What follows belongs to an exercise in optimizing a design on an open flow for small area, a short achievable clock period and few clock cycles per item; a production flow would make more cautious choices.
Only simulation tests tie the RTL to the original design; equivalence was not proved.

==> flow/design.v <==
module sin_coeff_lut (
    input  logic [14:0] x,
    output logic [15:0] m3,
    output logic [3:0]  m2,
    output logic        m2ok
);
assign m3 = 16'(x >= 15'h657c) + 16'(x >= 15'h6df4) + 16'(x >= 15'h745c)
          + 16'(x >= 15'h799a) + 16'(x >= 15'h7e1c);
logic [15:1] t;
assign t[1] = x >= 15'h2a96;
assign t[2] = x >= 15'h3063;
assign t[3] = x >= 15'h3443;
assign t[4] = x >= 15'h3756;
assign t[5] = x >= 15'h39bc;
assign t[6] = x >= 15'h3bf5;
assign t[7] = x >= 15'h3dd5;
assign t[8] = x >= 15'h3f54;
assign t[9] = x >= 15'h40ea;
assign t[10] = x >= 15'h425e;
assign t[11] = x >= 15'h4382;
assign t[12] = x >= 15'h449e;
assign t[13] = x >= 15'h45b0;
assign t[14] = x >= 15'h46ba;
assign t[15] = x >= 15'h47bc;
assign m2[0] = (t[1] & ~t[2]) | (t[3] & ~t[4]) | (t[5] & ~t[6]) | (t[7] & ~t[8]) | (t[9] & ~t[10]) | (t[11] & ~t[12]) | (t[13] & ~t[14]) | t[15];
assign m2[1] = (t[2] & ~t[4]) | (t[6] & ~t[8]) | (t[10] & ~t[12]) | t[14];
assign m2[2] = (t[4] & ~t[8]) | t[12];
assign m2[3] = t[8];
assign m2ok = x < 15'h48b8;
endmodule
module sin_datapath (
    input  logic [14:0] ma,
    input  logic [14:0] man,
    input  logic [7:0]  b_one,
    input  logic [7:0]  b_two,
    input  logic [6:0]  b_neg,
    input  logic [15:0] acc,
    input  logic        cadd,
    output logic [15:0] p,
    input  logic [14:0] a,
    output logic [12:0] t1
);
wire pp1 = ((b_one[0] & ma[0])) ^ b_neg[0];
wire pp2 = ((b_one[0] & ma[1]) | (b_two[0] & ma[0])) ^ b_neg[0];
wire pp3 = ((b_one[0] & ma[2]) | (b_two[0] & ma[1])) ^ b_neg[0];
wire pp4 = ((b_one[0] & ma[3]) | (b_two[0] & ma[2])) ^ b_neg[0];
wire pp5 = ((b_one[0] & ma[4]) | (b_two[0] & ma[3])) ^ b_neg[0];
wire pp6 = ((b_one[0] & ma[5]) | (b_two[0] & ma[4])) ^ b_neg[0];
wire pp7 = ((b_one[0] & ma[6]) | (b_two[0] & ma[5])) ^ b_neg[0];
wire pp8 = ((b_one[0] & ma[7]) | (b_two[0] & ma[6])) ^ b_neg[0];
wire pp9 = ((b_one[0] & ma[8]) | (b_two[0] & ma[7])) ^ b_neg[0];
wire pp10 = ((b_one[0] & ma[9]) | (b_two[0] & ma[8])) ^ b_neg[0];
wire pp11 = ((b_one[0] & ma[10]) | (b_two[0] & ma[9])) ^ b_neg[0];
wire pp12 = ((b_one[0] & ma[11]) | (b_two[0] & ma[10])) ^ b_neg[0];
wire pp13 = ((b_one[0] & ma[12]) | (b_two[0] & ma[11])) ^ b_neg[0];
wire pp14 = ((b_one[0] & ma[13]) | (b_two[0] & ma[12])) ^ b_neg[0];
wire pp15 = ((b_one[0] & ma[14]) | (b_two[0] & ma[13])) ^ b_neg[0];
wire pp16 = ((b_two[0] & ma[14])) ^ b_neg[0];
wire pp17 = ((b_one[1] & ma[0])) ^ b_neg[1];
wire pp18 = ((b_one[1] & ma[1]) | (b_two[1] & ma[0])) ^ b_neg[1];
wire pp19 = ((b_one[1] & ma[2]) | (b_two[1] & ma[1])) ^ b_neg[1];
wire pp20 = ((b_one[1] & ma[3]) | (b_two[1] & ma[2])) ^ b_neg[1];
wire pp21 = ((b_one[1] & ma[4]) | (b_two[1] & ma[3])) ^ b_neg[1];
wire pp22 = ((b_one[1] & ma[5]) | (b_two[1] & ma[4])) ^ b_neg[1];
wire pp23 = ((b_one[1] & ma[6]) | (b_two[1] & ma[5])) ^ b_neg[1];
wire pp24 = ((b_one[1] & ma[7]) | (b_two[1] & ma[6])) ^ b_neg[1];
wire pp25 = ((b_one[1] & ma[8]) | (b_two[1] & ma[7])) ^ b_neg[1];
wire pp26 = ((b_one[1] & ma[9]) | (b_two[1] & ma[8])) ^ b_neg[1];
wire pp27 = ((b_one[1] & ma[10]) | (b_two[1] & ma[9])) ^ b_neg[1];
wire pp28 = ((b_one[1] & ma[11]) | (b_two[1] & ma[10])) ^ b_neg[1];
wire pp29 = ((b_one[1] & ma[12]) | (b_two[1] & ma[11])) ^ b_neg[1];
wire pp30 = ((b_one[1] & ma[13]) | (b_two[1] & ma[12])) ^ b_neg[1];
wire pp31 = ((b_one[1] & ma[14]) | (b_two[1] & ma[13])) ^ b_neg[1];
wire pp32 = ((b_two[1] & ma[14])) ^ b_neg[1];
wire pp33 = ((b_one[2] & ma[0])) ^ b_neg[2];
wire pp34 = ((b_one[2] & ma[1]) | (b_two[2] & ma[0])) ^ b_neg[2];
wire pp35 = ((b_one[2] & ma[2]) | (b_two[2] & ma[1])) ^ b_neg[2];
wire pp36 = ((b_one[2] & ma[3]) | (b_two[2] & ma[2])) ^ b_neg[2];
wire pp37 = ((b_one[2] & ma[4]) | (b_two[2] & ma[3])) ^ b_neg[2];
wire pp38 = ((b_one[2] & ma[5]) | (b_two[2] & ma[4])) ^ b_neg[2];
wire pp39 = ((b_one[2] & ma[6]) | (b_two[2] & ma[5])) ^ b_neg[2];
wire pp40 = ((b_one[2] & ma[7]) | (b_two[2] & ma[6])) ^ b_neg[2];
wire pp41 = ((b_one[2] & ma[8]) | (b_two[2] & ma[7])) ^ b_neg[2];
wire pp42 = ((b_one[2] & ma[9]) | (b_two[2] & ma[8])) ^ b_neg[2];
wire pp43 = ((b_one[2] & ma[10]) | (b_two[2] & ma[9])) ^ b_neg[2];
wire pp44 = ((b_one[2] & ma[11]) | (b_two[2] & ma[10])) ^ b_neg[2];
wire pp45 = ((b_one[2] & ma[12]) | (b_two[2] & ma[11])) ^ b_neg[2];
wire pp46 = ((b_one[2] & ma[13]) | (b_two[2] & ma[12])) ^ b_neg[2];
wire pp47 = ((b_one[2] & ma[14]) | (b_two[2] & ma[13])) ^ b_neg[2];
wire pp48 = ((b_two[2] & ma[14])) ^ b_neg[2];
wire pp49 = ((b_one[3] & ma[0])) ^ b_neg[3];
wire pp50 = ((b_one[3] & ma[1]) | (b_two[3] & ma[0])) ^ b_neg[3];
wire pp51 = ((b_one[3] & ma[2]) | (b_two[3] & ma[1])) ^ b_neg[3];
wire pp52 = ((b_one[3] & ma[3]) | (b_two[3] & ma[2])) ^ b_neg[3];
wire pp53 = ((b_one[3] & ma[4]) | (b_two[3] & ma[3])) ^ b_neg[3];
wire pp54 = ((b_one[3] & ma[5]) | (b_two[3] & ma[4])) ^ b_neg[3];
wire pp55 = ((b_one[3] & ma[6]) | (b_two[3] & ma[5])) ^ b_neg[3];
wire pp56 = ((b_one[3] & ma[7]) | (b_two[3] & ma[6])) ^ b_neg[3];
wire pp57 = ((b_one[3] & ma[8]) | (b_two[3] & ma[7])) ^ b_neg[3];
wire pp58 = ((b_one[3] & ma[9]) | (b_two[3] & ma[8])) ^ b_neg[3];
wire pp59 = ((b_one[3] & ma[10]) | (b_two[3] & ma[9])) ^ b_neg[3];
wire pp60 = ((b_one[3] & ma[11]) | (b_two[3] & ma[10])) ^ b_neg[3];
wire pp61 = ((b_one[3] & ma[12]) | (b_two[3] & ma[11])) ^ b_neg[3];
wire pp62 = ((b_one[3] & ma[13]) | (b_two[3] & ma[12])) ^ b_neg[3];
wire pp63 = ((b_one[3] & ma[14]) | (b_two[3] & ma[13])) ^ b_neg[3];
wire pp64 = ((b_two[3] & ma[14])) ^ b_neg[3];
wire pp65 = ((b_one[4] & ~man[0])) ^ b_neg[4];
wire pp66 = ((b_one[4] & ~man[1]) | (b_two[4] & ~man[0])) ^ b_neg[4];
wire pp67 = ((b_one[4] & ~man[2]) | (b_two[4] & ~man[1])) ^ b_neg[4];
wire pp68 = ((b_one[4] & ~man[3]) | (b_two[4] & ~man[2])) ^ b_neg[4];
wire pp69 = ((b_one[4] & ~man[4]) | (b_two[4] & ~man[3])) ^ b_neg[4];
wire pp70 = ((b_one[4] & ~man[5]) | (b_two[4] & ~man[4])) ^ b_neg[4];
wire pp71 = ((b_one[4] & ~man[6]) | (b_two[4] & ~man[5])) ^ b_neg[4];
wire pp72 = ((b_one[4] & ~man[7]) | (b_two[4] & ~man[6])) ^ b_neg[4];
wire pp73 = ((b_one[4] & ~man[8]) | (b_two[4] & ~man[7])) ^ b_neg[4];
wire pp74 = ((b_one[4] & ~man[9]) | (b_two[4] & ~man[8])) ^ b_neg[4];
wire pp75 = ((b_one[4] & ~man[10]) | (b_two[4] & ~man[9])) ^ b_neg[4];
wire pp76 = ((b_one[4] & ~man[11]) | (b_two[4] & ~man[10])) ^ b_neg[4];
wire pp77 = ((b_one[4] & ~man[12]) | (b_two[4] & ~man[11])) ^ b_neg[4];
wire pp78 = ((b_one[4] & ~man[13]) | (b_two[4] & ~man[12])) ^ b_neg[4];
wire pp79 = ((b_one[4] & ~man[14]) | (b_two[4] & ~man[13])) ^ b_neg[4];
wire pp80 = ((b_two[4] & ~man[14])) ^ b_neg[4];
wire pp81 = ((b_one[5] & ~man[0])) ^ b_neg[5];
wire pp82 = ((b_one[5] & ~man[1]) | (b_two[5] & ~man[0])) ^ b_neg[5];
wire pp83 = ((b_one[5] & ~man[2]) | (b_two[5] & ~man[1])) ^ b_neg[5];
wire pp84 = ((b_one[5] & ~man[3]) | (b_two[5] & ~man[2])) ^ b_neg[5];
wire pp85 = ((b_one[5] & ~man[4]) | (b_two[5] & ~man[3])) ^ b_neg[5];
wire pp86 = ((b_one[5] & ~man[5]) | (b_two[5] & ~man[4])) ^ b_neg[5];
wire pp87 = ((b_one[5] & ~man[6]) | (b_two[5] & ~man[5])) ^ b_neg[5];
wire pp88 = ((b_one[5] & ~man[7]) | (b_two[5] & ~man[6])) ^ b_neg[5];
wire pp89 = ((b_one[5] & ~man[8]) | (b_two[5] & ~man[7])) ^ b_neg[5];
wire pp90 = ((b_one[5] & ~man[9]) | (b_two[5] & ~man[8])) ^ b_neg[5];
wire pp91 = ((b_one[5] & ~man[10]) | (b_two[5] & ~man[9])) ^ b_neg[5];
wire pp92 = ((b_one[5] & ~man[11]) | (b_two[5] & ~man[10])) ^ b_neg[5];
wire pp93 = ((b_one[5] & ~man[12]) | (b_two[5] & ~man[11])) ^ b_neg[5];
wire pp94 = ((b_one[5] & ~man[13]) | (b_two[5] & ~man[12])) ^ b_neg[5];
wire pp95 = ((b_one[5] & ~man[14]) | (b_two[5] & ~man[13])) ^ b_neg[5];
wire pp96 = ((b_two[5] & ~man[14])) ^ b_neg[5];
wire pp97 = ((b_one[6] & ~man[0])) ^ b_neg[6];
wire pp98 = ((b_one[6] & ~man[1]) | (b_two[6] & ~man[0])) ^ b_neg[6];
wire pp99 = ((b_one[6] & ~man[2]) | (b_two[6] & ~man[1])) ^ b_neg[6];
wire pp100 = ((b_one[6] & ~man[3]) | (b_two[6] & ~man[2])) ^ b_neg[6];
wire pp101 = ((b_one[6] & ~man[4]) | (b_two[6] & ~man[3])) ^ b_neg[6];
wire pp102 = ((b_one[6] & ~man[5]) | (b_two[6] & ~man[4])) ^ b_neg[6];
wire pp103 = ((b_one[6] & ~man[6]) | (b_two[6] & ~man[5])) ^ b_neg[6];
wire pp104 = ((b_one[6] & ~man[7]) | (b_two[6] & ~man[6])) ^ b_neg[6];
wire pp105 = ((b_one[6] & ~man[8]) | (b_two[6] & ~man[7])) ^ b_neg[6];
wire pp106 = ((b_one[6] & ~man[9]) | (b_two[6] & ~man[8])) ^ b_neg[6];
wire pp107 = ((b_one[6] & ~man[10]) | (b_two[6] & ~man[9])) ^ b_neg[6];
wire pp108 = ((b_one[6] & ~man[11]) | (b_two[6] & ~man[10])) ^ b_neg[6];
wire pp109 = ((b_one[6] & ~man[12]) | (b_two[6] & ~man[11])) ^ b_neg[6];
wire pp110 = ((b_one[6] & ~man[13]) | (b_two[6] & ~man[12])) ^ b_neg[6];
wire pp111 = ((b_one[6] & ~man[14]) | (b_two[6] & ~man[13])) ^ b_neg[6];
wire pp112 = ((b_two[6] & ~man[14])) ^ b_neg[6];
wire pp113 = (b_one[7] & ~man[0]);
wire pp114 = (b_one[7] & ~man[1]) | (b_two[7] & ~man[0]);
wire pp115 = (b_one[7] & ~man[2]) | (b_two[7] & ~man[1]);
wire pp116 = (b_one[7] & ~man[3]) | (b_two[7] & ~man[2]);
wire pp117 = (b_one[7] & ~man[4]) | (b_two[7] & ~man[3]);
wire pp118 = (b_one[7] & ~man[5]) | (b_two[7] & ~man[4]);
wire pp119 = (b_one[7] & ~man[6]) | (b_two[7] & ~man[5]);
wire pp120 = (b_one[7] & ~man[7]) | (b_two[7] & ~man[6]);
wire pp121 = (b_one[7] & ~man[8]) | (b_two[7] & ~man[7]);
wire pp122 = (b_one[7] & ~man[9]) | (b_two[7] & ~man[8]);
wire pp123 = (b_one[7] & ~man[10]) | (b_two[7] & ~man[9]);
wire pp124 = (b_one[7] & ~man[11]) | (b_two[7] & ~man[10]);
wire pp125 = (b_one[7] & ~man[12]) | (b_two[7] & ~man[11]);
wire pp126 = (b_one[7] & ~man[13]) | (b_two[7] & ~man[12]);
wire pp127 = (b_one[7] & ~man[14]) | (b_two[7] & ~man[13]);
wire pp128 = (b_two[7] & ~man[14]);
wire s129, c129;
sin_ha u129 (.a(pp9), .b(pp23), .s(s129), .co(c129));
wire s130, c130;
sin_ha u130 (.a(pp10), .b(pp24), .s(s130), .co(c130));
wire s131, c131;
sin_fa u131 (.a(pp11), .b(pp25), .c(pp39), .s(s131), .co(c131));
wire s132, c132;
sin_ha u132 (.a(pp53), .b(pp67), .s(s132), .co(c132));
wire s133, c133;
sin_fa u133 (.a(pp12), .b(pp26), .c(pp40), .s(s133), .co(c133));
wire s134, c134;
sin_ha u134 (.a(pp54), .b(pp68), .s(s134), .co(c134));
wire s135, c135;
sin_fa u135 (.a(pp13), .b(pp27), .c(pp41), .s(s135), .co(c135));
wire s136, c136;
sin_fa u136 (.a(pp55), .b(pp69), .c(pp83), .s(s136), .co(c136));
wire s137, c137;
sin_ha u137 (.a(pp97), .b(b_neg[6]), .s(s137), .co(c137));
wire s138, c138;
sin_fa u138 (.a(pp14), .b(pp28), .c(pp42), .s(s138), .co(c138));
wire s139, c139;
sin_fa u139 (.a(pp56), .b(pp70), .c(pp84), .s(s139), .co(c139));
wire s140, c140;
sin_ha u140 (.a(pp98), .b(cadd), .s(s140), .co(c140));
wire s141, c141;
sin_fa u141 (.a(pp15), .b(pp29), .c(pp43), .s(s141), .co(c141));
wire s142, c142;
sin_fa u142 (.a(pp57), .b(pp71), .c(pp85), .s(s142), .co(c142));
wire s143, c143;
sin_fa u143 (.a(pp99), .b(pp113), .c(cadd), .s(s143), .co(c143));
wire s144, c144;
sin_fa u144 (.a(pp16), .b(pp30), .c(pp44), .s(s144), .co(c144));
wire s145, c145;
sin_fa u145 (.a(pp58), .b(pp72), .c(pp86), .s(s145), .co(c145));
wire s146, c146;
sin_fa u146 (.a(pp100), .b(pp114), .c(acc[0]), .s(s146), .co(c146));
wire s147, c147;
sin_fa u147 (.a(b_neg[0]), .b(pp31), .c(pp45), .s(s147), .co(c147));
wire s148, c148;
sin_fa u148 (.a(pp59), .b(pp73), .c(pp87), .s(s148), .co(c148));
wire s149, c149;
sin_fa u149 (.a(pp101), .b(pp115), .c(acc[1]), .s(s149), .co(c149));
wire s150, c150;
sin_fa u150 (.a(b_neg[0]), .b(pp32), .c(pp46), .s(s150), .co(c150));
wire s151, c151;
sin_fa u151 (.a(pp60), .b(pp74), .c(pp88), .s(s151), .co(c151));
wire s152, c152;
sin_fa u152 (.a(pp102), .b(pp116), .c(acc[2]), .s(s152), .co(c152));
wire s153, c153;
sin_fa u153 (.a(~b_neg[0]), .b(~b_neg[1]), .c(pp47), .s(s153), .co(c153));
wire s154, c154;
sin_fa u154 (.a(pp61), .b(pp75), .c(pp89), .s(s154), .co(c154));
wire s155, c155;
sin_fa u155 (.a(pp103), .b(pp117), .c(acc[3]), .s(s155), .co(c155));
wire s156, c156;
sin_fa u156 (.a(pp48), .b(pp62), .c(pp76), .s(s156), .co(c156));
wire s157, c157;
sin_fa u157 (.a(pp90), .b(pp104), .c(pp118), .s(s157), .co(c157));
wire s158 = ~acc[4];
wire s159, c159;
sin_fa u159 (.a(~b_neg[2]), .b(pp63), .c(pp77), .s(s159), .co(c159));
wire s160, c160;
sin_fa u160 (.a(pp91), .b(pp105), .c(pp119), .s(s160), .co(c160));
wire s161, c161;
sin_fa u161 (.a(pp64), .b(pp78), .c(pp92), .s(s161), .co(c161));
wire s162, c162;
sin_ha u162 (.a(pp106), .b(pp120), .s(s162), .co(c162));
wire s163, c163;
sin_fa u163 (.a(~b_neg[3]), .b(pp79), .c(pp93), .s(s163), .co(c163));
wire s164, c164;
sin_ha u164 (.a(pp80), .b(pp94), .s(s164), .co(c164));
wire s165, c165;
sin_ha u165 (.a(pp5), .b(pp19), .s(s165), .co(c165));
wire s166, c166;
sin_ha u166 (.a(pp6), .b(pp20), .s(s166), .co(c166));
wire s167, c167;
sin_fa u167 (.a(pp7), .b(pp21), .c(pp35), .s(s167), .co(c167));
wire s168, c168;
sin_ha u168 (.a(pp49), .b(b_neg[3]), .s(s168), .co(c168));
wire s169, c169;
sin_fa u169 (.a(pp8), .b(pp22), .c(pp36), .s(s169), .co(c169));
wire s170, c170;
sin_ha u170 (.a(pp50), .b(cadd), .s(s170), .co(c170));
wire s171, c171;
sin_fa u171 (.a(s129), .b(pp37), .c(pp51), .s(s171), .co(c171));
wire s172, c172;
sin_fa u172 (.a(pp65), .b(b_neg[4]), .c(cadd), .s(s172), .co(c172));
wire s173, c173;
sin_fa u173 (.a(s130), .b(pp38), .c(pp52), .s(s173), .co(c173));
wire s174, c174;
sin_fa u174 (.a(pp66), .b(cadd), .c(c129), .s(s174), .co(c174));
wire s175, c175;
sin_fa u175 (.a(s131), .b(s132), .c(pp81), .s(s175), .co(c175));
wire s176, c176;
sin_fa u176 (.a(b_neg[5]), .b(cadd), .c(c130), .s(s176), .co(c176));
wire s177, c177;
sin_fa u177 (.a(s133), .b(s134), .c(pp82), .s(s177), .co(c177));
wire s178, c178;
sin_fa u178 (.a(cadd), .b(c131), .c(c132), .s(s178), .co(c178));
wire s179, c179;
sin_fa u179 (.a(s135), .b(s136), .c(s137), .s(s179), .co(c179));
wire s180, c180;
sin_fa u180 (.a(cadd), .b(c133), .c(c134), .s(s180), .co(c180));
wire s181, c181;
sin_fa u181 (.a(s138), .b(s139), .c(s140), .s(s181), .co(c181));
wire s182, c182;
sin_fa u182 (.a(c135), .b(c136), .c(c137), .s(s182), .co(c182));
wire s183, c183;
sin_fa u183 (.a(s141), .b(s142), .c(s143), .s(s183), .co(c183));
wire s184, c184;
sin_fa u184 (.a(c138), .b(c139), .c(c140), .s(s184), .co(c184));
wire s185, c185;
sin_fa u185 (.a(s144), .b(s145), .c(s146), .s(s185), .co(c185));
wire s186, c186;
sin_fa u186 (.a(c141), .b(c142), .c(c143), .s(s186), .co(c186));
wire s187, c187;
sin_fa u187 (.a(s147), .b(s148), .c(s149), .s(s187), .co(c187));
wire s188, c188;
sin_fa u188 (.a(c144), .b(c145), .c(c146), .s(s188), .co(c188));
wire s189, c189;
sin_fa u189 (.a(s150), .b(s151), .c(s152), .s(s189), .co(c189));
wire s190, c190;
sin_fa u190 (.a(c147), .b(c148), .c(c149), .s(s190), .co(c190));
wire s191, c191;
sin_fa u191 (.a(s153), .b(s154), .c(s155), .s(s191), .co(c191));
wire s192, c192;
sin_fa u192 (.a(c150), .b(c151), .c(c152), .s(s192), .co(c192));
wire s193, c193;
sin_fa u193 (.a(s156), .b(s157), .c(s158), .s(s193), .co(c193));
wire s194, c194;
sin_fa u194 (.a(c153), .b(c154), .c(c155), .s(s194), .co(c194));
wire s195, c195;
sin_fa u195 (.a(s159), .b(s160), .c(acc[5]), .s(s195), .co(c195));
wire s196, c196;
sin_fa u196 (.a(c156), .b(c157), .c(acc[4]), .s(s196), .co(c196));
wire s197, c197;
sin_fa u197 (.a(s161), .b(s162), .c(acc[6]), .s(s197), .co(c197));
wire s198 = ~(c159 ^ c160);
wire c199 = c159 | c160;
wire s200, c200;
sin_fa u200 (.a(s163), .b(pp107), .c(pp121), .s(s200), .co(c200));
wire s201, c201;
sin_fa u201 (.a(acc[7]), .b(c161), .c(c162), .s(s201), .co(c201));
wire s202, c202;
sin_fa u202 (.a(s164), .b(pp108), .c(pp122), .s(s202), .co(c202));
wire s203 = ~(acc[8] ^ c163);
wire c204 = acc[8] | c163;
wire s205, c205;
sin_fa u205 (.a(~b_neg[4]), .b(pp95), .c(pp109), .s(s205), .co(c205));
wire s206, c206;
sin_fa u206 (.a(pp123), .b(acc[9]), .c(c164), .s(s206), .co(c206));
wire s207, c207;
sin_fa u207 (.a(pp96), .b(pp110), .c(pp124), .s(s207), .co(c207));
wire s208 = ~acc[10];
wire s209, c209;
sin_fa u209 (.a(~b_neg[5]), .b(pp111), .c(pp125), .s(s209), .co(c209));
wire s210, c210;
sin_ha u210 (.a(pp112), .b(pp126), .s(s210), .co(c210));
wire s211, c211;
sin_ha u211 (.a(pp3), .b(pp17), .s(s211), .co(c211));
wire s212, c212;
sin_ha u212 (.a(pp4), .b(pp18), .s(s212), .co(c212));
wire s213, c213;
sin_fa u213 (.a(s165), .b(pp33), .c(b_neg[2]), .s(s213), .co(c213));
wire s214, c214;
sin_fa u214 (.a(s166), .b(pp34), .c(cadd), .s(s214), .co(c214));
wire s215, c215;
sin_fa u215 (.a(s167), .b(s168), .c(cadd), .s(s215), .co(c215));
wire s216, c216;
sin_fa u216 (.a(s169), .b(s170), .c(c167), .s(s216), .co(c216));
wire s217, c217;
sin_fa u217 (.a(s171), .b(s172), .c(c169), .s(s217), .co(c217));
wire s218, c218;
sin_fa u218 (.a(s173), .b(s174), .c(c171), .s(s218), .co(c218));
wire s219, c219;
sin_fa u219 (.a(s175), .b(s176), .c(c173), .s(s219), .co(c219));
wire s220, c220;
sin_fa u220 (.a(s177), .b(s178), .c(c175), .s(s220), .co(c220));
wire s221, c221;
sin_fa u221 (.a(s179), .b(s180), .c(c177), .s(s221), .co(c221));
wire s222, c222;
sin_fa u222 (.a(s181), .b(s182), .c(c179), .s(s222), .co(c222));
wire s223, c223;
sin_fa u223 (.a(s183), .b(s184), .c(c181), .s(s223), .co(c223));
wire s224, c224;
sin_fa u224 (.a(s185), .b(s186), .c(c183), .s(s224), .co(c224));
wire s225, c225;
sin_fa u225 (.a(s187), .b(s188), .c(c185), .s(s225), .co(c225));
wire s226, c226;
sin_fa u226 (.a(s189), .b(s190), .c(c187), .s(s226), .co(c226));
wire s227, c227;
sin_fa u227 (.a(s191), .b(s192), .c(c189), .s(s227), .co(c227));
wire s228, c228;
sin_fa u228 (.a(s193), .b(s194), .c(c191), .s(s228), .co(c228));
wire s229, c229;
sin_fa u229 (.a(s195), .b(s196), .c(c193), .s(s229), .co(c229));
wire s230, c230;
sin_fa u230 (.a(s197), .b(s198), .c(c195), .s(s230), .co(c230));
wire s231, c231;
sin_fa u231 (.a(s200), .b(s201), .c(c197), .s(s231), .co(c231));
wire s232, c232;
sin_fa u232 (.a(s202), .b(s203), .c(c200), .s(s232), .co(c232));
wire s233, c233;
sin_fa u233 (.a(s205), .b(s206), .c(c202), .s(s233), .co(c233));
wire s234, c234;
sin_fa u234 (.a(s207), .b(s208), .c(c205), .s(s234), .co(c234));
wire s235, c235;
sin_fa u235 (.a(s209), .b(acc[11]), .c(c207), .s(s235), .co(c235));
wire s236 = ~(s210 ^ acc[12]);
wire c237 = s210 | acc[12];
wire s238, c238;
sin_fa u238 (.a(~b_neg[6]), .b(pp127), .c(acc[13]), .s(s238), .co(c238));
wire s239, c239;
sin_ha u239 (.a(pp128), .b(acc[14]), .s(s239), .co(c239));
wire s240, c240;
sin_ha u240 (.a(pp1), .b(b_neg[0]), .s(s240), .co(c240));
wire s241, c241;
sin_ha u241 (.a(pp2), .b(cadd), .s(s241), .co(c241));
wire s242, c242;
sin_fa u242 (.a(s211), .b(b_neg[1]), .c(cadd), .s(s242), .co(c242));
wire s243, c243;
sin_fa u243 (.a(s212), .b(cadd), .c(c211), .s(s243), .co(c243));
wire s244, c244;
sin_fa u244 (.a(s213), .b(cadd), .c(c212), .s(s244), .co(c244));
wire s245, c245;
sin_fa u245 (.a(s214), .b(c165), .c(c213), .s(s245), .co(c245));
wire s246, c246;
sin_fa u246 (.a(s215), .b(c166), .c(c214), .s(s246), .co(c246));
wire s247, c247;
sin_fa u247 (.a(s216), .b(c168), .c(c215), .s(s247), .co(c247));
wire s248, c248;
sin_fa u248 (.a(s217), .b(c170), .c(c216), .s(s248), .co(c248));
wire s249, c249;
sin_fa u249 (.a(s218), .b(c172), .c(c217), .s(s249), .co(c249));
wire s250, c250;
sin_fa u250 (.a(s219), .b(c174), .c(c218), .s(s250), .co(c250));
wire s251, c251;
sin_fa u251 (.a(s220), .b(c176), .c(c219), .s(s251), .co(c251));
wire s252, c252;
sin_fa u252 (.a(s221), .b(c178), .c(c220), .s(s252), .co(c252));
wire s253, c253;
sin_fa u253 (.a(s222), .b(c180), .c(c221), .s(s253), .co(c253));
wire s254, c254;
sin_fa u254 (.a(s223), .b(c182), .c(c222), .s(s254), .co(c254));
wire s255, c255;
sin_fa u255 (.a(s224), .b(c184), .c(c223), .s(s255), .co(c255));
wire s256, c256;
sin_fa u256 (.a(s225), .b(c186), .c(c224), .s(s256), .co(c256));
wire s257, c257;
sin_fa u257 (.a(s226), .b(c188), .c(c225), .s(s257), .co(c257));
wire s258, c258;
sin_fa u258 (.a(s227), .b(c190), .c(c226), .s(s258), .co(c258));
wire s259, c259;
sin_fa u259 (.a(s228), .b(c192), .c(c227), .s(s259), .co(c259));
wire s260, c260;
sin_fa u260 (.a(s229), .b(c194), .c(c228), .s(s260), .co(c260));
wire s261, c261;
sin_fa u261 (.a(s230), .b(c196), .c(c229), .s(s261), .co(c261));
wire s262, c262;
sin_fa u262 (.a(s231), .b(c199), .c(c230), .s(s262), .co(c262));
wire s263, c263;
sin_fa u263 (.a(s232), .b(c201), .c(c231), .s(s263), .co(c263));
wire s264, c264;
sin_fa u264 (.a(s233), .b(c204), .c(c232), .s(s264), .co(c264));
wire s265, c265;
sin_fa u265 (.a(s234), .b(c206), .c(c233), .s(s265), .co(c265));
wire s266, c266;
sin_fa u266 (.a(s235), .b(acc[10]), .c(c234), .s(s266), .co(c266));
wire s267, c267;
sin_fa u267 (.a(s236), .b(c209), .c(c235), .s(s267), .co(c267));
wire s268, c268;
sin_fa u268 (.a(s238), .b(c210), .c(c237), .s(s268), .co(c268));
wire s269 = ~(s239 ^ c238);
wire c270 = s239 | c238;
wire s271 = ~(acc[15] ^ c239);
wire c272 = acc[15] | c239;
wire [30:0] pa = {s271, s269, s268, s267, s266, s265, s264, s263, s262, s261, s260, s259, s258, s257, s256, s255, s254, s253, s252, s251, s250, s249, s248, s247, s246, s245, s244, s243, s242, s241, s240};
wire [30:0] pb = {c270, c268, c267, c266, c265, c264, c263, c262, c261, c260, c259, c258, c257, c256, c255, c254, c253, c252, c251, c250, c249, c248, c247, c246, c245, c244, c243, c242, c241, c240, cadd};
wire [30:0] ps;
assign ps[14:0] = 15'd0;
sin_add31 add (.a(pa), .b(pb), .s(ps[30:15]));
assign p = ps[30:15];
wire s100001, c100001;
sin_ha u100001 (.a(a[12]), .b(a[10]), .s(s100001), .co(c100001));
wire s100002, c100002;
sin_fa u100002 (.a(a[13]), .b(a[11]), .c(a[9]), .s(s100002), .co(c100002));
wire s100003, c100003;
sin_fa u100003 (.a(a[14]), .b(a[12]), .c(a[10]), .s(s100003), .co(c100003));
wire s100004, c100004;
sin_ha u100004 (.a(a[13]), .b(a[11]), .s(s100004), .co(c100004));
wire s100005, c100005;
sin_ha u100005 (.a(a[14]), .b(a[12]), .s(s100005), .co(c100005));
wire s100006, c100006;
sin_ha u100006 (.a(a[8]), .b(a[6]), .s(s100006), .co(c100006));
wire s100007, c100007;
sin_fa u100007 (.a(a[9]), .b(a[7]), .c(a[5]), .s(s100007), .co(c100007));
wire s100008, c100008;
sin_fa u100008 (.a(a[10]), .b(a[8]), .c(a[6]), .s(s100008), .co(c100008));
wire s100009, c100009;
sin_ha u100009 (.a(a[4]), .b(a[2]), .s(s100009), .co(c100009));
wire s100010, c100010;
sin_fa u100010 (.a(a[11]), .b(a[9]), .c(a[7]), .s(s100010), .co(c100010));
wire s100011, c100011;
sin_fa u100011 (.a(a[5]), .b(a[3]), .c(a[1]), .s(s100011), .co(c100011));
wire s100012, c100012;
sin_fa u100012 (.a(s100001), .b(a[8]), .c(a[6]), .s(s100012), .co(c100012));
wire s100013, c100013;
sin_fa u100013 (.a(a[4]), .b(a[2]), .c(a[0]), .s(s100013), .co(c100013));
wire s100014, c100014;
sin_fa u100014 (.a(s100002), .b(a[7]), .c(a[5]), .s(s100014), .co(c100014));
wire s100015, c100015;
sin_fa u100015 (.a(a[3]), .b(a[1]), .c(c100001), .s(s100015), .co(c100015));
wire s100016, c100016;
sin_fa u100016 (.a(s100003), .b(a[8]), .c(a[6]), .s(s100016), .co(c100016));
wire s100017, c100017;
sin_fa u100017 (.a(a[4]), .b(a[2]), .c(c100002), .s(s100017), .co(c100017));
wire s100018, c100018;
sin_fa u100018 (.a(s100004), .b(a[9]), .c(a[7]), .s(s100018), .co(c100018));
wire s100019, c100019;
sin_fa u100019 (.a(a[5]), .b(a[3]), .c(c100003), .s(s100019), .co(c100019));
wire s100020, c100020;
sin_fa u100020 (.a(s100005), .b(a[10]), .c(a[8]), .s(s100020), .co(c100020));
wire s100021, c100021;
sin_fa u100021 (.a(a[6]), .b(a[4]), .c(c100004), .s(s100021), .co(c100021));
wire s100022, c100022;
sin_fa u100022 (.a(a[13]), .b(a[11]), .c(a[9]), .s(s100022), .co(c100022));
wire s100023, c100023;
sin_fa u100023 (.a(a[7]), .b(a[5]), .c(c100005), .s(s100023), .co(c100023));
wire s100024, c100024;
sin_fa u100024 (.a(a[14]), .b(a[12]), .c(a[10]), .s(s100024), .co(c100024));
wire s100025, c100025;
sin_ha u100025 (.a(a[8]), .b(a[6]), .s(s100025), .co(c100025));
wire s100026, c100026;
sin_fa u100026 (.a(a[13]), .b(a[11]), .c(a[9]), .s(s100026), .co(c100026));
wire s100027, c100027;
sin_ha u100027 (.a(a[14]), .b(a[12]), .s(s100027), .co(c100027));
wire s100028, c100028;
sin_ha u100028 (.a(a[6]), .b(a[4]), .s(s100028), .co(c100028));
wire s100029, c100029;
sin_fa u100029 (.a(a[7]), .b(a[5]), .c(a[3]), .s(s100029), .co(c100029));
wire s100030, c100030;
sin_fa u100030 (.a(s100006), .b(a[4]), .c(a[2]), .s(s100030), .co(c100030));
wire s100031, c100031;
sin_fa u100031 (.a(s100007), .b(a[3]), .c(a[1]), .s(s100031), .co(c100031));
wire s100032, c100032;
sin_fa u100032 (.a(s100008), .b(s100009), .c(a[0]), .s(s100032), .co(c100032));
wire s100033, c100033;
sin_fa u100033 (.a(s100010), .b(s100011), .c(c100008), .s(s100033), .co(c100033));
wire s100034, c100034;
sin_fa u100034 (.a(s100012), .b(s100013), .c(c100010), .s(s100034), .co(c100034));
wire s100035, c100035;
sin_fa u100035 (.a(s100014), .b(s100015), .c(c100012), .s(s100035), .co(c100035));
wire s100036, c100036;
sin_fa u100036 (.a(s100016), .b(s100017), .c(c100014), .s(s100036), .co(c100036));
wire s100037, c100037;
sin_fa u100037 (.a(s100018), .b(s100019), .c(c100016), .s(s100037), .co(c100037));
wire s100038, c100038;
sin_fa u100038 (.a(s100020), .b(s100021), .c(c100018), .s(s100038), .co(c100038));
wire s100039, c100039;
sin_fa u100039 (.a(s100022), .b(s100023), .c(c100020), .s(s100039), .co(c100039));
wire s100040, c100040;
sin_fa u100040 (.a(s100024), .b(s100025), .c(c100022), .s(s100040), .co(c100040));
wire s100041, c100041;
sin_fa u100041 (.a(s100026), .b(a[7]), .c(c100024), .s(s100041), .co(c100041));
wire s100042, c100042;
sin_fa u100042 (.a(s100027), .b(a[10]), .c(a[8]), .s(s100042), .co(c100042));
wire s100043, c100043;
sin_fa u100043 (.a(a[13]), .b(a[11]), .c(a[9]), .s(s100043), .co(c100043));
wire s100044, c100044;
sin_ha u100044 (.a(a[14]), .b(a[12]), .s(s100044), .co(c100044));
wire s100045, c100045;
sin_ha u100045 (.a(a[4]), .b(a[2]), .s(s100045), .co(c100045));
wire s100046, c100046;
sin_fa u100046 (.a(a[5]), .b(a[3]), .c(a[1]), .s(s100046), .co(c100046));
wire s100047, c100047;
sin_fa u100047 (.a(s100028), .b(a[2]), .c(a[0]), .s(s100047), .co(c100047));
wire s100048, c100048;
sin_fa u100048 (.a(s100029), .b(a[1]), .c(c100028), .s(s100048), .co(c100048));
wire s100049, c100049;
sin_fa u100049 (.a(s100030), .b(a[0]), .c(c100029), .s(s100049), .co(c100049));
wire s100050, c100050;
sin_fa u100050 (.a(s100031), .b(c100006), .c(c100030), .s(s100050), .co(c100050));
wire s100051, c100051;
sin_fa u100051 (.a(s100032), .b(c100007), .c(c100031), .s(s100051), .co(c100051));
wire s100052, c100052;
sin_fa u100052 (.a(s100033), .b(c100009), .c(c100032), .s(s100052), .co(c100052));
wire s100053, c100053;
sin_fa u100053 (.a(s100034), .b(c100011), .c(c100033), .s(s100053), .co(c100053));
wire s100054, c100054;
sin_fa u100054 (.a(s100035), .b(c100013), .c(c100034), .s(s100054), .co(c100054));
wire s100055, c100055;
sin_fa u100055 (.a(s100036), .b(c100015), .c(c100035), .s(s100055), .co(c100055));
wire s100056, c100056;
sin_fa u100056 (.a(s100037), .b(c100017), .c(c100036), .s(s100056), .co(c100056));
wire s100057, c100057;
sin_fa u100057 (.a(s100038), .b(c100019), .c(c100037), .s(s100057), .co(c100057));
wire s100058, c100058;
sin_fa u100058 (.a(s100039), .b(c100021), .c(c100038), .s(s100058), .co(c100058));
wire s100059, c100059;
sin_fa u100059 (.a(s100040), .b(c100023), .c(c100039), .s(s100059), .co(c100059));
wire s100060, c100060;
sin_fa u100060 (.a(s100041), .b(c100025), .c(c100040), .s(s100060), .co(c100060));
wire s100061, c100061;
sin_fa u100061 (.a(s100042), .b(c100026), .c(c100041), .s(s100061), .co(c100061));
wire s100062, c100062;
sin_fa u100062 (.a(s100043), .b(c100027), .c(c100042), .s(s100062), .co(c100062));
wire s100063, c100063;
sin_fa u100063 (.a(s100044), .b(a[10]), .c(c100043), .s(s100063), .co(c100063));
wire s100064, c100064;
sin_fa u100064 (.a(a[13]), .b(a[11]), .c(c100044), .s(s100064), .co(c100064));
wire s100065, c100065;
sin_ha u100065 (.a(a[14]), .b(a[12]), .s(s100065), .co(c100065));
wire [27:0] t1w_a = {1'b0, a[14], a[13], s100065, s100064, s100063, s100062, s100061, s100060, s100059, s100058, s100057, s100056, s100055, s100054, s100053, s100052, s100051, s100050, s100049, s100048, s100047, s100046, s100045, a[3], a[2], a[1], a[0]};
wire [27:0] t1w_b = {1'b0, 1'b0, c100065, c100064, c100063, c100062, c100061, c100060, c100059, c100058, c100057, c100056, c100055, c100054, c100053, c100052, c100051, c100050, c100049, c100048, c100047, c100046, c100045, a[0], a[1], a[0], 1'b0, 1'b0};
wire [27:0] t1w_s = t1w_a + t1w_b;
wire [12:0] t1w = t1w_s[27:15];
assign t1 = t1w;
endmodule
module sin_fa (
    input  logic a,
    input  logic b,
    input  logic c,
    output logic s,
    output logic co
);
assign s  = a ^ b ^ c;
assign co = (a & b) | (a & c) | (b & c);
endmodule
module sin_ha (
    input  logic a,
    input  logic b,
    output logic s,
    output logic co
);
assign s  = a ^ b;
assign co = a & b;
endmodule
module sin_add31 (
    input  logic [30:0] a,
    input  logic [30:0] b,
    output logic [15:0] s
);
logic [30:0] p, g;
assign p = a ^ b;
assign g = a & b;
wire gg1 = g[1] | (p[1] & g[0]);
wire gg2 = g[3] | (p[3] & g[2]);
wire pp2 = p[3] & p[2];
wire gg3 = g[5] | (p[5] & g[4]);
wire pp3 = p[5] & p[4];
wire gg4 = g[7] | (p[7] & g[6]);
wire pp4 = p[7] & p[6];
wire gg5 = g[9] | (p[9] & g[8]);
wire pp5 = p[9] & p[8];
wire gg6 = g[11] | (p[11] & g[10]);
wire pp6 = p[11] & p[10];
wire gg7 = g[13] | (p[13] & g[12]);
wire pp7 = p[13] & p[12];
wire gg8 = g[15] | (p[15] & g[14]);
wire pp8 = p[15] & p[14];
wire gg9 = g[17] | (p[17] & g[16]);
wire pp9 = p[17] & p[16];
wire gg10 = g[19] | (p[19] & g[18]);
wire pp10 = p[19] & p[18];
wire gg11 = g[21] | (p[21] & g[20]);
wire pp11 = p[21] & p[20];
wire gg12 = g[23] | (p[23] & g[22]);
wire pp12 = p[23] & p[22];
wire gg13 = g[25] | (p[25] & g[24]);
wire pp13 = p[25] & p[24];
wire gg14 = g[27] | (p[27] & g[26]);
wire pp14 = p[27] & p[26];
wire gg15 = g[29] | (p[29] & g[28]);
wire pp15 = p[29] & p[28];
wire gg16 = g[2] | (p[2] & gg1);
wire gg17 = gg2 | (pp2 & gg1);
wire gg18 = g[6] | (p[6] & gg3);
wire pp18 = p[6] & pp3;
wire gg19 = gg4 | (pp4 & gg3);
wire pp19 = pp4 & pp3;
wire gg20 = g[10] | (p[10] & gg5);
wire pp20 = p[10] & pp5;
wire gg21 = gg6 | (pp6 & gg5);
wire pp21 = pp6 & pp5;
wire gg22 = g[14] | (p[14] & gg7);
wire pp22 = p[14] & pp7;
wire gg23 = gg8 | (pp8 & gg7);
wire pp23 = pp8 & pp7;
wire gg24 = g[18] | (p[18] & gg9);
wire pp24 = p[18] & pp9;
wire gg25 = gg10 | (pp10 & gg9);
wire pp25 = pp10 & pp9;
wire gg26 = g[22] | (p[22] & gg11);
wire pp26 = p[22] & pp11;
wire gg27 = gg12 | (pp12 & gg11);
wire pp27 = pp12 & pp11;
wire gg28 = g[26] | (p[26] & gg13);
wire pp28 = p[26] & pp13;
wire gg29 = gg14 | (pp14 & gg13);
wire pp29 = pp14 & pp13;
wire gg30 = g[30] | (p[30] & gg15);
wire pp30 = p[30] & pp15;
wire gg31 = g[4] | (p[4] & gg17);
wire gg32 = gg3 | (pp3 & gg17);
wire gg33 = gg18 | (pp18 & gg17);
wire gg34 = gg19 | (pp19 & gg17);
wire gg35 = g[12] | (p[12] & gg21);
wire pp35 = p[12] & pp21;
wire gg36 = gg7 | (pp7 & gg21);
wire pp36 = pp7 & pp21;
wire gg37 = gg22 | (pp22 & gg21);
wire pp37 = pp22 & pp21;
wire gg38 = gg23 | (pp23 & gg21);
wire pp38 = pp23 & pp21;
wire gg39 = g[20] | (p[20] & gg25);
wire pp39 = p[20] & pp25;
wire gg40 = gg11 | (pp11 & gg25);
wire pp40 = pp11 & pp25;
wire gg41 = gg26 | (pp26 & gg25);
wire pp41 = pp26 & pp25;
wire gg42 = gg27 | (pp27 & gg25);
wire pp42 = pp27 & pp25;
wire gg43 = g[28] | (p[28] & gg29);
wire pp43 = p[28] & pp29;
wire gg44 = gg15 | (pp15 & gg29);
wire pp44 = pp15 & pp29;
wire gg45 = gg30 | (pp30 & gg29);
wire pp45 = pp30 & pp29;
wire gg46 = g[8] | (p[8] & gg34);
wire gg47 = gg5 | (pp5 & gg34);
wire gg48 = gg20 | (pp20 & gg34);
wire gg49 = gg21 | (pp21 & gg34);
wire gg50 = gg35 | (pp35 & gg34);
wire gg51 = gg36 | (pp36 & gg34);
wire gg52 = gg37 | (pp37 & gg34);
wire gg53 = gg38 | (pp38 & gg34);
wire gg54 = g[24] | (p[24] & gg42);
wire pp54 = p[24] & pp42;
wire gg55 = gg13 | (pp13 & gg42);
wire pp55 = pp13 & pp42;
wire gg56 = gg28 | (pp28 & gg42);
wire pp56 = pp28 & pp42;
wire gg57 = gg29 | (pp29 & gg42);
wire pp57 = pp29 & pp42;
wire gg58 = gg43 | (pp43 & gg42);
wire pp58 = pp43 & pp42;
wire gg59 = gg44 | (pp44 & gg42);
wire pp59 = pp44 & pp42;
wire gg60 = gg45 | (pp45 & gg42);
wire pp60 = pp45 & pp42;
wire gg61 = g[16] | (p[16] & gg53);
wire gg62 = gg9 | (pp9 & gg53);
wire gg63 = gg24 | (pp24 & gg53);
wire gg64 = gg25 | (pp25 & gg53);
wire gg65 = gg39 | (pp39 & gg53);
wire gg66 = gg40 | (pp40 & gg53);
wire gg67 = gg41 | (pp41 & gg53);
wire gg68 = gg42 | (pp42 & gg53);
wire gg69 = gg54 | (pp54 & gg53);
wire gg70 = gg55 | (pp55 & gg53);
wire gg71 = gg56 | (pp56 & gg53);
wire gg72 = gg57 | (pp57 & gg53);
wire gg73 = gg58 | (pp58 & gg53);
wire gg74 = gg59 | (pp59 & gg53);
wire gg75 = gg60 | (pp60 & gg53);
assign s = {p[30] ^ gg74, p[29] ^ gg73, p[28] ^ gg72, p[27] ^ gg71, p[26] ^ gg70, p[25] ^ gg69, p[24] ^ gg68, p[23] ^ gg67, p[22] ^ gg66, p[21] ^ gg65, p[20] ^ gg64, p[19] ^ gg63, p[18] ^ gg62, p[17] ^ gg61, p[16] ^ gg53, p[15] ^ gg52};
endmodule
module sin (
    input  logic        clk,
    input  logic        rst_n,
    input  logic [15:0] x,
    input  logic        start,
    output logic [15:0] result,
    output logic        done
);
logic [4:1]  st;
logic [14:0] ra, ran, bnext;
logic [7:0]  b_one, b_two, n_one, n_two;
logic [6:0]  b_neg, n_neg;
logic [12:0] t1;
logic [15:0] acc, p, m3, rslow;
logic        selp;
logic [2:0]  m3r;
logic [3:0]  m2s, m2r;
logic        m2ok;
logic        zero, lng, med, lngr, medr;
assign zero = x[14:0] < 15'h0748;     
assign lng  = ~m2ok;                  
assign med  = ~zero & ~lng;           
always_ff @(posedge clk) begin
    lngr <= lng;
    medr <= med;
end
always_ff @(posedge clk or negedge rst_n) begin
    if (!rst_n) begin
        st <= 4'b0000;
    end else begin
        st <= {st[3], st[2] & lngr, st[1], done & start & ~zero};
    end
end
assign done = ~|st;
sin_coeff_lut lut (.x(x[14:0]), .m3(m3), .m2(m2s), .m2ok(m2ok));
assign acc = (st[4] | (st[2] & medr)) ? result : 16'h0000;
sin_datapath datapath (.ma(ra), .man(ran), .b_one(b_one), .b_two(b_two), .b_neg(b_neg), .acc(acc), .cadd(st[2] & medr), .p(p),
                       .a(ra), .t1(t1));
always_comb begin
    if (st[1])      bnext = {2'b00, t1};
    else if (st[2]) bnext = 15'h0666;
    else if (done)  bnext = x[14:0];
    else            bnext = result[14:0];
end
sin_booth_enc enc (.b(bnext), .one(n_one), .two(n_two), .neg(n_neg));
assign selp = (st[1] & lngr) | (st[2] & medr) | st[4];
sin_rsel rsel (.start(done & start), .med(st[1] & medr), .x(x[14:0]), .result(result), .ra(ra),
               .m2(m2r), .m3(m3r), .r(rslow));
always_ff @(posedge clk) begin
    ra    <= done ? x[14:0] : p[14:0];
    ran   <= ~(done ? x[14:0] : p[14:0]);   
    b_one <= n_one;
    b_two <= n_two;
    b_neg <= n_neg ^ {7{st[1] & medr}};    
    m3r   <= m3[2:0];
    m2r   <= m2s;
end
always_ff @(posedge clk) begin
    if ((done & start) | (st[1] & medr) | st[3] | selp) result <= selp ? p : rslow;
end
endmodule
module sin_booth_enc (
    input  logic [14:0] b,
    output logic [7:0]  one,
    output logic [7:0]  two,
    output logic [6:0]  neg
);
logic [16:0] e;
assign e = {1'b0, b, 1'b0};
always_comb begin
    for (int i = 0; i < 8; i++) begin
        one[i] = e[2*i+1] ^ e[2*i];
        two[i] = (e[2*i+2] & ~e[2*i+1] & ~e[2*i]) | (~e[2*i+2] & e[2*i+1] & e[2*i]);
    end
    for (int i = 0; i < 7; i++) neg[i] = e[2*i+2];
end
endmodule
module sin_rsel (
    input  logic        start,
    input  logic        med,
    input  logic [14:0] x,
    input  logic [15:0] result,
    input  logic [14:0] ra,
    input  logic [3:0]  m2,
    input  logic [2:0]  m3,
    output logic [15:0] r
);
always_comb begin
    if (start)    r = {1'b0, x};
    else if (med) r = result + {12'b0, m2};
    else          r = {1'b0, x} - {1'b0, ra} - {13'b0, m3};
end
endmodule
==> flow/run.sh <==
#!/bin/bash
# synth_recipe.tcl (not shown) runs the flow's synth.tcl, then flattens the netlist and writes it again
# the make line also repeats each setting of config.mk as NAME=value (left out here)
make -C /OpenROAD-flow-scripts/flow DESIGN_CONFIG=/design/flow/config.mk WORK_HOME=/design/flow/orfs CLKGATE_MAP_FILE= SYNTH_SCRIPT=/design/flow/synth_recipe.tcl finish
==> flow/config.mk <==
export PLATFORM = sky130hd
export DESIGN_NAME = sin
export DESIGN_NICKNAME = sin
export VERILOG_FILES = /design/flow/design.v
export SDC_FILE = /design/flow/constraint.sdc
export NUM_CORES = 4
export LEC_CHECK = 0
export CAP_MARGIN = 20
export CORE_MARGIN = 2
export CORE_UTILIZATION = 40
export CTS_BUF_LIST = sky130_fd_sc_hd__clkbuf_4 sky130_fd_sc_hd__clkbuf_8
export SETUP_SLACK_MARGIN = 4.0
export SLEW_MARGIN = 20
export SYNTH_HIERARCHICAL = 1
export SYNTH_MINIMUM_KEEP_SIZE = 0
==> flow/constraint.sdc <==
create_clock -name core_clock -period 9.5 [get_ports {clk}]
set_input_delay 1.9000 -clock core_clock [delete_from_list [all_inputs] [get_ports {clk}]]
set_output_delay 1.9000 -clock core_clock [all_outputs]
set_load 0.01 [all_outputs]
==> metrics list <==
* Result of the run: timing/DRC/antenna clean
- Standard-cell row count: 67
- Register clock-pin slew on the reported worst setup and hold paths: 0.09 ns
- The hold violation total from the final report is 0.
- Final critical delay including setup and external delays: 5.33 ns
* Ant diodes: 0
- Wire length of the first global-routing pass: 63.1 mm
* Die height: 188 µm
- Area of the die: 0.0355 mm²
- TritonCTS built the clock tree.
* Number of vias in the routed layout: 10,813
- Maximum clock frequency: 0.188 GHz
- During placement, the flow inserted port buffers numbering 34.
- At the end of routability-driven placement, the weighted congestion stood at 0.886.
- Clk Tree Root Cell: sky130_fd_sc_hd__clkbuf_8
* Hold Worst Slack: 0.438 ns
- Average wire per standard cell: 20.9 µm
- Max-cap viol count: 0
- The worst setup path is launched from a flip-flop.
- Once detailed placement completed, the half-perimeter wirelength came to 29.3 mm.
- After synthesis the cells add up to 0.0136 mm².
* Share of the cycle needed by the critical path after routing: 56.1%
- In the final timing run, aggregate negative setup slack is 0 ns.
- Logic depth of the worst register-to-register path: 17
- Antenna violations before repair: 0
- Final slew viol count: 0
- WL final: 39.0 mm
- Of the cells placed in the final design, the portion with a size suffix greater than 1 is 11.8%.
* Number of DRC markers in iteration 0: 856
- In the layout the commonest cells are sky130_fd_sc_hd__fa_1 (175), sky130_fd_sc_hd__xnor2_1 (148), sky130_fd_sc_hd__ha_1 (119).
* GRT Residual Overflow: 0
- The layout has 3,267 filler cells.
* Number of warnings issued by yosys: 9
* Synth-to-Final Area Change: 8.62%
- Endpoint arrival time on the critical path: 5.44 ns
* Actual transition at the worst max-transition pin: 0.963 ns
- Across all setup checks in the final design, the least slack found is 4.17 ns.
* Effective utilization at floorplan: 40.6%
- Worst hold path depth: 0
- Clock latency at the later pin of the worst-skew pair: 0.37 ns
* Leading cell type in the layout, fill and taps excluded: sky130_fd_sc_hd__fa_1
- Number of global-route vias before repair: 11,183
- TritonCTS created 9 clock buffers.
- The count of nets left with antenna violations once routing finished came out at 0.
- Area of the core: 0.0335 mm²
* Req. time, crit path: 9.62 ns
- Using the TritonRoute via totals, the vias-per-cell ratio works out to 5.80.
- The clock tree synthesis step divided the H-tree into 3 levels.
- Setup violations remaining at the end of the flow were counted as 0.
* Net count, final: 1,725
* Worst-path maximum fanout: 5
- The worst setup path is captured at a flip-flop.
- Entering global routing, the biggest net connects 29 pins.
* Unrepaired setup endpoints after global routing: no
* # IOs: 36
- The cell count after synthesis came out at 1,418.
- The critical path is of the flip-flop to flip-flop type.
* Pre-Repair DR Iteration Count: 6
- Synthesis produced a netlist with a net count of 1,732.
* Die outline width: 188 µm
- Mean cell area of the mapped netlist: 9.60 µm²
- Headroom to the max-slew limit came out at 35.6%.
* Sinks on Clock Net: 82
- The path class of the tightest hold or removal check is flip-flop to flip-flop.
- Gr usage total: 22.6%
* CTS Buffer Depth: 2
* Layout Skew: 0.00759 ns
* Worst slack at placement: 3.31 ns
- For this run, design rule violations remaining after detail routing come to 0.
[layer usage]
layer	up-vias	part of all wire, %	global-route usage, %
li1	4968	-	-
met3	54	6.0	3.04
met5	-	0	0
met2	375	47	36.7
met1	5416	45	31.6
met4	0	2.3	6.43
[worst max-delay path: stages, from the launching register on]
cell and delay [ns]:
sky130_fd_sc_hd__dfxtp_2 0.39, sky130_fd_sc_hd__clkinvlp_4 0.18, sky130_fd_sc_hd__buf_4 0.19, sky130_fd_sc_hd__o22ai_1 0.18, sky130_fd_sc_hd__xnor2_1 0.12, sky130_fd_sc_hd__fa_1 0.59, sky130_fd_sc_hd__fa_1 0.46, sky130_fd_sc_hd__fa_1 0.52
sky130_fd_sc_hd__fa_1 0.55, sky130_fd_sc_hd__ha_1 0.38, sky130_fd_sc_hd__a21o_1 0.18, sky130_fd_sc_hd__a211oi_1 0.29, sky130_fd_sc_hd__o221ai_2 0.15, sky130_fd_sc_hd__nand2_1 0.13, sky130_fd_sc_hd__o21ai_2 0.10, sky130_fd_sc_hd__a21oi_1 0.17
sky130_fd_sc_hd__xnor2_1 0.19, sky130_fd_sc_hd__mux2_4 0.31
[sequential cells by signal, indices dropped and copies added, names as in the netlist]
signal	flops
b_neg	7
b_one	8
b_two	8
lngr	1
m2r	4
m3r	3
medr	1
ra	15
ran	15
result	16
st	4
[what timing repair did]
action,4_1_cts,5_1_grt
gates resized for setup,47,36
pin swaps,0,13
hold buffers,0,0
setup endpoints to repair,47,36
cloned,0,1
buffers inserted,13,8
[through the flow]
| stage | std cells | utilization, % | instance area (µm²) |
|---|---|---|---|
| after floorplan | 1418 | - | 13600 |
| final | 1864 | 44.1 | 14800 |
| after global routing | 1864 | 44.1 | 14800 |
| after detailed placement | 1826 | 42.3 | 14200 |
| after CTS | 1855 | 43.6 | 14600 |
| after global placement | 1826 | 42.3 | 14200 |
[path summary, 6_finish.rpt]
kind | from | end | slack [ns]
worst max-delay path | b_one[5] | result[12] | 4.17
worst min-delay path | st[3] | st[4] | 0.44
worst max register to register | b_one[5] | result[12] | 4.17
worst min register to register | st[3] | st[4] | 0.44
max in group asynchronous | rst_n | st[2] | 7.51
min in group asynchronous | rst_n | st[3] | 1.77
[final cells by class]
| type | count | area (µm²) | area share, % |
|---|---|---|---|
| Clock buffer | 11 | 151 | 1.02 |
| Clock inverter | 5 | 35.0 | 0.237 |
| Inverter | 117 | 469 | 3.17 |
| Multi-Input combinational cell | 1127 | 11000 | 74.2 |
| Sequential cell | 82 | 1870 | 12.6 |
| Tap cell | 448 | 561 | 3.79 |
| Timing Repair Buffer | 73 | 723 | 4.89 |
| Timing Repair inverter | 1 | 5.00 | 0.0338 |
Testbench counts, summed over its fixed seeds: cycles 1,428, items 384.

-- separate check: timing with driven ports --
The results above use ideal ports. As a check the final layout listed here was re-extracted and re-timed, cells and wires unchanged. Step 1, drivers: a clkbuf_16 drives clk and a buf_2 each remaining input, both assumed. Step 2, shift: input delay + t, output delay - t, t = (earliest + latest rising clock arrival at the registers) / 2. This alone moves slack from input paths to output paths. Three values: no drivers, after step 1, after step 2; two values: the first two.
shift t [ns]: 0.409
setup WS [ns]: 4.172 / 4.172 / 3.795
worst setup path after step 2: input to register
worst data-port slew with drivers (ns): 0.03
After both steps this run still meets setup and hold. For this run, drivers alone change the setup slack by 0.000 ns; drivers and shift together by -0.377 ns.
